This design comes from an exercise in tuning for small area, a short achievable clock period and few clock cycles per item on the open sky130 flow, not from production work. The RTL was checked by simulation tests, not by an equivalence proof against the original design. The clock input has no modelled driver; a real chip could not lean on it and would need a root buffer or a full tree. No activity file was given, so power comes from the tool's default toggle rates.

==> module Packet_router, before the edit <==
module Packet_router(
input wire clk,
input wire rst,
input wire packet_valid,
input wire [19:0] Data_packet,
output wire Busy,
output wire port_valid_1,
output wire port_valid_2,
output wire port_valid_3,
output wire port_valid_4,
output wire [15:0] Packet_out_1,
output wire [15:0] Packet_out_2,
output wire [15:0] Packet_out_3,
output wire [15:0] Packet_out_4,
output wire out_valid
    );
reg        s1_valid;
reg [17:0] s1_data;
reg        s2_valid;
reg [3:0]  s2_port_valid;
reg [15:0] s2_payload;
always @(posedge clk or negedge rst) begin
    if (!rst) begin
        s1_valid <= 1'b0;
        s2_valid <= 1'b0;
    end else begin
        s1_valid <= packet_valid;
        s2_valid <= s1_valid;
    end
end
always @(posedge clk) begin
    s1_data    <= Data_packet[17:0];
    s2_port_valid <= 4'b0001 << s1_data[17:16];
    s2_payload <= s1_data[15:0];
end
assign Busy      = s1_valid;
assign out_valid = s2_valid;
assign port_valid_1 = s2_port_valid[0];
assign port_valid_2 = s2_port_valid[1];
assign port_valid_3 = s2_port_valid[2];
assign port_valid_4 = s2_port_valid[3];
assign Packet_out_1 = s2_payload;
assign Packet_out_2 = s2_payload;
assign Packet_out_3 = s2_payload;
assign Packet_out_4 = s2_payload;
endmodule
clock: 5.0 ns
lec_check: 0
cap_margin: 20
core_area: 2.3 2.72 59.8 59.84
die_area: 0 0 62.1 62.56
slew_margin: 20
standard.sh (not shown) runs the stock make flow with config.mk's settings and CLKGATE_MAP_FILE= SYNTH_SCRIPT=/design/flow/synth_recipe.tcl, a recipe that flattens the netlist after the stock synthesis.
==> flow/flow/run.sh <==
#!/bin/bash
# Standard ORFS layout with two changes:
#  - every port is buffered by the smallest buffer (buf_1);
#  - after CTS, clock_tree.tcl rebuilds the clock tree as four clkbuf_8
#    driven straight from the clock port, one per quarter of the flip-flops.
# All tool output goes to flow.log; ORFS's per-step logs stay under orfs/logs.
set -euo pipefail
export CLKFIX_NBUF=4
export CLKFIX_CELL=sky130_fd_sc_hd__clkbuf_8
bash standard.sh \
  BUFFER_PORTS_ARGS="-buffer_cell sky130_fd_sc_hd__buf_1" \
  POST_CTS_TCL="$(pwd)/flow/clock_tree.tcl" \
  finish > flow.log 2>&1
Other scripts of this flow, unchanged in this note and not shown: flow/flow/clock_tree.tcl
Testbench counts at the start, summed over its fixed seeds: cycles 3,216, items 3,200.
Next try:
--- a/flow/design.v
+++ b/flow/design.v
@@ -28,13 +28,13 @@
         s1_valid <= packet_valid;
         s2_valid <= s1_valid;
     end
 end
 always @(posedge clk) begin
     s1_data    <= Data_packet[17:0];
-    s2_port_valid <= 4'b0001 << s1_data[17:16];
+    s2_port_valid <= {4{s1_valid}} & (4'b0001 << s1_data[17:16]);
     s2_payload <= s1_data[15:0];
 end
 assign Busy      = s1_valid;
 assign out_valid = s2_valid;
 assign port_valid_1 = s2_port_valid[0];
 assign port_valid_2 = s2_port_valid[1];
The new run produced a clean layout.
Via count grows by 0.46%.
Synthesized area grows by 0.94%.
Wire length grows by 2.2%.
First-iteration DRC count grows by 56%.
Die area is unchanged.
Global-route usage grows by 0.50 points.
Worst hold slack hardly moves.
Power grows by 0.38%.
Cell area grows by 0.88%.
Worst setup slack loses 41 ps.
Testbench counts after the change, summed over its fixed seeds: cycles 3,216, items 3,200.
In every run of this note, the design's own scripts or RTL, not TritonCTS, make the clock network.

--- another note on this design; it stands on its own ---

==> flow/design.v <==
`timescale 1ns / 1ps
module Packet_router(
input wire clk,
input wire rst,
input wire packet_valid,
input wire [19:0] Data_packet,
output wire Busy,
output wire port_valid_1,
output wire port_valid_2,
output wire port_valid_3,
output wire port_valid_4,
output wire [15:0] Packet_out_1,
output wire [15:0] Packet_out_2,
output wire [15:0] Packet_out_3,
output wire [15:0] Packet_out_4,
output wire out_valid
    );
reg        s1_valid;
reg [17:0] s1_data;
reg        s2_valid;
reg [3:0]  s2_port_valid;
reg [15:0] s2_payload;
always @(posedge clk or negedge rst) begin
    if (!rst) begin
        s1_valid <= 1'b0;
        s2_valid <= 1'b0;
    end else begin
        s1_valid <= packet_valid;
        s2_valid <= s1_valid;
    end
end
always @(posedge clk) begin
    s1_data    <= Data_packet[17:0];
    s2_port_valid <= {4{s1_valid}} & (4'b0001 << s1_data[17:16]);
    s2_payload <= s1_data[15:0];
end
assign Busy      = s1_valid;
assign out_valid = s2_valid;
assign port_valid_1 = s2_port_valid[0];
assign port_valid_2 = s2_port_valid[1];
assign port_valid_3 = s2_port_valid[2];
assign port_valid_4 = s2_port_valid[3];
assign Packet_out_1 = s2_payload;
assign Packet_out_2 = s2_payload;
assign Packet_out_3 = s2_payload;
assign Packet_out_4 = s2_payload;
endmodule
export LEC_CHECK = 0
export CAP_MARGIN = 20
export CORE_AREA = 2.3 2.72 59.8 59.84
export DIE_AREA = 0 0 62.1 62.56
export SLEW_MARGIN = 20
create_clock -name core_clock -period 5.0 [get_ports {clk}]
standard.sh (not shown) runs the stock make flow with config.mk's settings and CLKGATE_MAP_FILE= SYNTH_SCRIPT=/design/flow/synth_recipe.tcl, a recipe that flattens the netlist after the stock synthesis.
==> flow/flow/run.sh <==
#!/bin/bash
# Standard ORFS layout with buf_1 port buffers and tuned clock tree / repair settings.
# All tool output goes to flow.log; ORFS per-step logs stay under orfs/logs.
set -euo pipefail
bash standard.sh BUFFER_PORTS_ARGS=-buffer_cell\ sky130_fd_sc_hd__buf_1 CTS_ARGS=-sink_clustering_enable\ -repair_clock_nets\ -buf_list\ sky130_fd_sc_hd__clkbuf_16\ -root_buf\ sky130_fd_sc_hd__clkbuf_16\ -dont_use_dummy_load\ -sink_clustering_size\ 100\ -sink_clustering_max_diameter\ 500 finish > flow.log 2>&1
The baseline passed the timing, DRC and antenna checks.
Testbench counts at the start, summed over its fixed seeds: cycles 3,216, items 3,200.
Edit:
==> flow/flow/run.sh (replaced) <==
#!/bin/bash
# Standard ORFS layout with buf_1 port buffers and tuned clock tree / repair settings.
# All tool output goes to flow.log; ORFS per-step logs stay under orfs/logs.
set -euo pipefail
bash standard.sh BUFFER_PORTS_ARGS=-buffer_cell\ sky130_fd_sc_hd__buf_1 CTS_ARGS=-sink_clustering_enable\ -repair_clock_nets\ -buf_list\ sky130_fd_sc_hd__clkbuf_16\ -root_buf\ sky130_fd_sc_hd__clkbuf_16\ -dont_use_dummy_load\ -sink_clustering_size\ 100\ -sink_clustering_max_diameter\ 500 SETUP_SLACK_MARGIN=3.6 finish > flow.log 2>&1
The new run passed the timing, DRC and antenna checks.
Clock power is about the same.
Global-route usage is higher by 1.1 points.
Design area is higher by about 40%.
Via count is higher by 5.3%.
Worst setup slack gets better by 0.081 ns.
Synthesized cell count is unchanged.
Non-clock buffer count is higher by 1.
Utilization is higher by 16 points.
Worst hold slack barely changes.
Synthesized area stays the same.

afterwards: timing with drivers on the ports:
In the flow no input, the clock included, has a driving cell. The finished layouts below were timed again as built, in two steps. Step 1, drivers: a clkbuf_16 drives clk and a buf_2 each remaining input, both assumed. Step 2 moves the port delays by t, midway between the first and last clock arrival at a register: inputs arrive t later, outputs are due t later. That takes back most of the time a late clock gives input paths. Three values: ideal, step 1, step 2; two values: the first two.
run	t (ns)	setup slack, ns	cell pins on the clock port's net
the first run of note 1	0.173	3.337 / 3.290 / 3.463	4
the second run of note 1	0.175	3.295 / 3.248 / 3.423	4
the first run of note 2	0.294	3.151 / 3.123 / 3.417	1
the second run of note 2	0.294	3.232 / 3.204 / 3.498	1
After both steps setup and hold are still met in every run listed.
